Background: an optimization exercise with open tools, aiming at small area. Do not read the settings as production practice. In this exercise RTL edits were held to simulation tests only and were not proved equivalent to the original.

## flow/design.v

```verilog
module clickingNoise(i_clk, o_led, i_sel, i_rst);
input i_clk;
input [3:0]i_sel;
output reg o_led;
input i_rst;
reg[31:0] r_counter;
reg[31:0] r_offCounter;  
reg s;
reg reset;
wire onPulse;
wire offPulse;
wire [31:0] w_quot = (i_sel == 4'd0) ? 32'hFFFFFFFF : 32'd50 / i_sel;
always @(posedge i_clk)
begin
	if(i_rst == 1) begin
		o_led <= 0;
		r_counter <= 0;
		r_offCounter <= 0;
		s <= 0;
		reset <= 0;
	end else
	if(reset == 1) begin
		r_counter <= 0;
		r_offCounter <= 0;
		s <= 0;
		reset <= 0;
	end else begin
		if(offPulse == 1) s <= 1;
		r_counter <= r_counter + 1'b1;
		if(s == 0) begin
			o_led <= 0;	
		end
		if(s == 1) begin	
			o_led <= 1;
			r_offCounter <= r_offCounter + 1'b1;
			if(r_offCounter >= w_quot << 20)
			begin
				reset <= 1;
			end
		end
	end
end
assign offPulse = (r_counter == 30000);  
endmodule
module UARTrx 
  (
   input        i_Clock,
   input        i_RX_Serial,
   output       o_RX_DV,
   output [7:0] o_RX_Byte,
   input        i_Rst
   );
  parameter CLKS_PER_BIT = 5208;
  parameter IDLE         = 3'b000;
  parameter RX_START_BIT = 3'b001;
  parameter RX_DATA_BITS = 3'b010;
  parameter RX_STOP_BIT  = 3'b011;
  parameter CLEANUP      = 3'b100;
  reg [31:0]    r_Clock_Count;
  reg [2:0]     r_Bit_Index  ;  
  reg [7:0]     r_RX_Byte    ;
  reg           r_RX_DV      ;
  reg [2:0]     r_SM_Main    ;
  always @(posedge i_Clock)
  begin
    if (i_Rst)
    begin
      r_Clock_Count <= 0;
      r_Bit_Index   <= 0;
      r_RX_Byte     <= 0;
      r_RX_DV       <= 0;
      r_SM_Main     <= 0;
    end
    else
    case (r_SM_Main)
      IDLE :
        begin
          r_RX_DV       <= 1'b0;
          r_Clock_Count <= 0;
          r_Bit_Index   <= 0;
          if (i_RX_Serial == 1'b0)           
            r_SM_Main <= RX_START_BIT;
          else
            r_SM_Main <= IDLE;
        end
      RX_START_BIT :
        begin
          if (r_Clock_Count == (CLKS_PER_BIT-1) >> 1)
          begin
            if (i_RX_Serial == 1'b0)
            begin
              r_Clock_Count <= 0;   
              r_SM_Main     <= RX_DATA_BITS;
            end
            else
              r_SM_Main <= IDLE;
          end
          else
          begin
            r_Clock_Count <= r_Clock_Count + 1;
            r_SM_Main     <= RX_START_BIT;
          end
        end  
      RX_DATA_BITS :
        begin
          if (r_Clock_Count < CLKS_PER_BIT-1)
          begin
            r_Clock_Count <= r_Clock_Count + 1;
            r_SM_Main     <= RX_DATA_BITS;
          end
          else
          begin
            r_Clock_Count          <= 0;
            r_RX_Byte[r_Bit_Index] <= i_RX_Serial;
            if (r_Bit_Index < 7)
            begin
              r_Bit_Index <= r_Bit_Index + 1;
              r_SM_Main   <= RX_DATA_BITS;
            end
            else
            begin
              r_Bit_Index <= 0;
              r_SM_Main   <= RX_STOP_BIT;
            end
          end
        end  
      RX_STOP_BIT :
        begin
          if (r_Clock_Count < CLKS_PER_BIT-1)
          begin
            r_Clock_Count <= r_Clock_Count + 1;
				r_SM_Main     <= RX_STOP_BIT;
          end
          else
          begin
       	   r_RX_DV       <= 1'b1;
            r_Clock_Count <= 0;
            r_SM_Main     <= CLEANUP;
          end
        end  
      CLEANUP :
        begin
          r_SM_Main <= IDLE;
          r_RX_DV   <= 1'b0;
        end
      default :
        r_SM_Main <= IDLE;
    endcase
  end    
  assign o_RX_DV   = r_RX_DV;
  assign o_RX_Byte = ~r_RX_Byte;
endmodule  
module SEVEN_SEG(i_clk, o_led,o_led2,o_led3,o_seg,num,i_rst);
	input wire i_clk;
	output wire o_led;
	output wire o_led2;
	output wire o_led3;
	output reg[6:0] o_seg;
	input [7:0] num;
	input wire i_rst;
reg [12:0] counter;
reg [3:0] bcd;
function [6:0] sevseg;
input [3:0] bcd;
	case (bcd)  
            0 : sevseg = 7'b0000001;
            1 : sevseg = 7'b1001111;
            2 : sevseg = 7'b0010010;
            3 : sevseg = 7'b0000110;
            4 : sevseg = 7'b1001100;
            5 : sevseg = 7'b0100100;
            6 : sevseg = 7'b0100000;
            7 : sevseg = 7'b0001111;
            8 : sevseg = 7'b0000000;
            9 : sevseg = 7'b0000100;
            default : sevseg = 7'b1111111; 
	endcase
endfunction
always @(posedge i_clk) begin
	if(i_rst) counter <= 0;
	else counter <= counter + 1'b1;
end
always @(posedge i_clk)
begin
if(i_rst)
begin
	bcd <= 0;
	o_seg <= 0;
end
else
begin
if(!o_led)
begin
	bcd <= num % 10;
	o_seg <= sevseg(bcd);
end
if(!o_led2)
begin
	bcd <= (num % 100) / 10;
	o_seg <= sevseg(bcd);
end
if(!o_led3)
begin
	bcd <= (num % 1000) /100;
	o_seg <= sevseg(bcd);
end
end
end
assign o_led = !(counter[12:11] == 2'b11);
assign o_led2 = !(counter[12:11] == 2'b01);
assign o_led3 =  !(counter[12:11] == 2'b10);
endmodule
module Ghostbox(i_clk, o_buzzer,i_uart_serial,i_mode,o_sel1,o_sel10,o_sel100,o_sevseg,i_rst);
parameter SEV_SEG = 1;
parameter CLICKER = 2;
input [1:0]i_mode;
input i_uart_serial;
input i_clk;
input i_rst;
output o_sel1;
output o_sel10;
output o_sel100;
output [6:0] o_sevseg;
output o_buzzer;
wire uartDone;
wire[7:0]w_UARTrx;
reg [3:0]r_buzz_freq;
reg [7:0]r_sevseg_num;
clickingNoise CLICKER_INST(
	i_clk,
	o_buzzer,
	r_buzz_freq,
	i_rst
);
UARTrx UARTRX_INST
(
	i_clk,
	i_uart_serial,
	uartDone,
	w_UARTrx,
	i_rst
);
SEVEN_SEG SEV_SEG_INST
(
	i_clk,
	o_sel1,
	o_sel10,
	o_sel100,
	o_sevseg,
	r_sevseg_num,
	i_rst
);
always @(posedge i_clk) begin
if(i_rst) begin
	r_buzz_freq <= 1;
	r_sevseg_num <= 0;
end else begin
if(i_mode[0] == 1) r_sevseg_num <= ~w_UARTrx;
if(i_mode[1] == 1) r_buzz_freq <= ~w_UARTrx[3:0]; 
end
end
endmodule
```

## flow/run.sh

```bash
#!/bin/bash
# synth_recipe.tcl (not shown) runs the flow's synth.tcl, then flattens the netlist and writes it again
# the make line also repeats each setting of config.mk as NAME=value (left out here)
make -C /OpenROAD-flow-scripts/flow DESIGN_CONFIG=/design/flow/config.mk WORK_HOME=/design/flow/orfs CLKGATE_MAP_FILE= SYNTH_SCRIPT=/design/flow/synth_recipe.tcl finish
```

## flow/config.mk

```make
export PLATFORM = sky130hd
export DESIGN_NAME = Ghostbox
export DESIGN_NICKNAME = Ghostbox
export VERILOG_FILES = /design/flow/design.v
export SDC_FILE = /design/flow/constraint.sdc
export NUM_CORES = 4
export LEC_CHECK = 0
export CAP_MARGIN = 20
export CORE_MARGIN = 2
export CORE_UTILIZATION = 40
export PLACE_DENSITY = 0.6
export SLEW_MARGIN = 20
```

## flow/constraint.sdc

```tcl
create_clock -name core_clock -period 80.0 [get_ports {i_clk}]
set_input_delay 16.0000 -clock core_clock [delete_from_list [all_inputs] [get_ports {i_clk}]]
set_output_delay 16.0000 -clock core_clock [all_outputs]
set_load 0.01 [all_outputs]
```

==> run notes <==
==> layer usage <==
layer	global-route usage	wire, um	up-vias
li1	-	-	16200
met5	0	0	-
met1	0.314	43500	15300
met4	0.0536	1550	0
met2	0.372	41700	1016
met3	0.0165	4660	122
==> worst paths after layout <==
path	startpoint	end	cells after the start
worst max-delay path	r_buzz_freq[0]	CLICKER_INST.reset	302
worst min-delay path	SEV_SEG_INST.counter[0]	SEV_SEG_INST.counter[0]	1
worst max register to register	r_buzz_freq[0]	CLICKER_INST.reset	302
worst min register to register	SEV_SEG_INST.counter[0]	SEV_SEG_INST.counter[0]	1
==> registers in the layout (all words and copies together), names as in the netlist, 4 cells and up, named ones only <==
name                       cells
CLICKER_INST.r_counter        32
CLICKER_INST.r_offCounter     32
SEV_SEG_INST.bcd               4
SEV_SEG_INST.counter          13
SEV_SEG_INST.o_seg             7
UARTRX_INST.r_Clock_Count     32
UARTRX_INST.r_RX_Byte          8
r_buzz_freq                    4
r_sevseg_num                   8
==> repair_timing <==
action                     4_1_cts  5_1_grt
setup endpoints to repair        0        1
gates resized for setup          0       24
setup buffers                    0        9
==> placed cells by master, fill, tap and decap left out, types with 72 or more instances in the layout <==
cell	netlist	layout
nand3_1	170	169
ha_1	121	120
inv_1	94	94
and3_1	72	72
nor2_1	528	525
o21ai_0	197	197
nand2_1	370	369
dfxtp_1	156	155
a21oi_1	259	259
nor4_1	80	80
mux2i_1	88	88
nand4_1	87	87
xnor2_1	179	179
xor2_1	149	149
nor3_1	150	147
==> final cells by class <==
| class | count | area [sq um] |
|---|---|---|
| Clock buffer | 20 | 467 |
| Clock inverter | 12 | 206 |
| Fill cell | 7883 | 43900 |
| Inverter | 98 | 368 |
| Multi-Input combinational cell | 3858 | 26100 |
| Sequential cell | 156 | 3120 |
| Tap cell | 978 | 1220 |
| Timing Repair Buffer | 51 | 428 |
==> through the flow <==
step	cell area (sq um)	hold slack [ps]	cells
floorplan	30600	418	4298
global placement	31000	433	5132
detailed placement	31000	440	5132
CTS	31700	449	5164
global route	31900	455	5173
finish	31900	445	5173
==> logic make-up (layout without fill, tap and decap cells) <==
kind of cell,Yosys count,count (layout),synth area share
xor+xnor,337,337,0.0990
mux,133,133,0.0461
simple gates,1997,1997,0.348
flops,156,156,0.102
fa+ha+maj,125,125,0.0508
compound gates,1266,1266,0.305
buf+inv,284,181,0.0485
==> worst register-to-register path, delay by kind of cell, from the launching register on <==
kind	cells	cell delay, ps
simple gates	130	32840
compound gates	109	23240
fa+ha+maj	32	10540
mux	10	3050
buf+inv	21	2700
flops	1	310
==> impl_metrics.tcl <==
set metrics [dict create \
    crit_fanout 55 \
    clock_skew_ps 10.7 \
    setup_viol 0 \
    cp.required_ps 80320 \
    rows 101 \
    first_iter_violations 2791 \
    vias 32600 \
    ys_seq_area_frac 0.102 \
    grt.total_usage 0.224 \
    grt_pass1_vias 29400 \
    yosysTopAreaCell "dfxtp_1" \
    drive_above_1_share 0.0954 \
    nNetsFinal 4308 \
    start_util 0.403 \
    routed_wirelength_mm 91.4 \
    place_ws_ps 3710 \
    overflow 0 \
    syn_nets 4424 \
    slew_headroom 0.264 \
    rsz0062_at_grt "no" \
    hold_violations 0 \
    antennaDiodeCount 0 \
    cpMostUsedCell "o21ai_0" \
    post-route-util 0.421 \
    ys.flop_type "dfxtp_1" \
    yosysMostFrequentCell "nor2_1" \
    setup_slack_ps 7240 \
    synthCells 4298 \
    viasPerCell 6.30 \
    critPathBufInv 21 \
    numCtsBuffers 17 \
    synth_edf_count 0 \
    post_drt_wl_per_cell_um 17.7 \
    gp_congestion 0.903 \
    clockBufferDepth 2 \
    cts.sinks 156 \
    grt_max_degree 60 \
    crit_slowest_cell "and3_1" \
    drc 0 \
    finalCriticalPeriod_ps 72760 \
    synth_top_area_frac 0.102 \
    synth_cell_types 162 \
    async_reset_ff_frac 0 \
    cp_data_arrival_time_ps 73080 \
    path_delay_family "simple AND/OR/NAND/NOR gates" \
    syn-cell-area_sq_mm 0.0306 \
    dp_hpwl_mm 70.9 \
    core_sq_mm 0.0758 \
    drv_cap 0 \
    syn_to_final_growth_pct 4.37 \
    clk_latency_ps 440 \
    htree_levels 4 \
    start_kind "flip-flop" \
    die-area_sq_mm 0.0787 \
    first_pass_iters 6 \
    clk_transition_reported_paths_ps 70 \
    period_share 0.909 \
    grt_pass1_wl_mm 151 \
    slew_viol_final 0 \
    max_stage_delay_ps 630 \
    fmax_mhz 13.7 \
    ys_ff_latch 156 \
    grt_antenna_before_repair 0 \
    pin_count 16 \
    cts_tree "done" \
    critPathKind "reg2reg" \
    cts_root_buf "clkbuf_16" \
    die_h_um 280 \
    cp-end-kind "flip-flop" \
    ant_nets 0 \
    syn_area_per_cell_sq_um 7.11 \
    hold_class "reg2reg" \
    outcome "complete, no violations" \
    io_buffers 15 \
    yosysWarnings 4 \
    synthTopCellsByArea "dfxtp_1 (10%), nor2_1 (6.5%), xnor2_1 (5.1%)" \
    finalSetupTns_ps 0 \
    rrSetupSlack_ps 7240 \
    worstMarginPinSlew_ps 1070 \
    holdBufCountCts 0 \
    die_x_um 280 \
    synthTopCellsByCount "nor2_1 (528), nand2_1 (370), a21oi_1 (259)" \
]

afterwards: timing with drivers on the ports:
The results above use ideal ports. As a check the final layout listed here was re-extracted and re-timed, cells and wires unchanged.
Step 1 sets driving cells, clkbuf_16 on the clock port and buf_2 on the other inputs (assumed; they add their load-dependent delay and slew).
Step 2 moves the port delays by t, midway between the first and last clock arrival at a register: inputs arrive t later, outputs are due t later. That takes back most of the time a late clock gives input paths.
Slacks: ideal ports / drivers / drivers and shift; pairs: ideal ports / drivers.
shift t [ns]: 0.483
setup slack, ns: 7.241 / 7.241 / 7.241
hold WS [ns]: 0.445 / 0.445 / 0.445
After both steps this run still meets setup and hold. For this run, drivers alone change the setup slack by 0.000 ns; drivers and shift together by 0.000 ns.
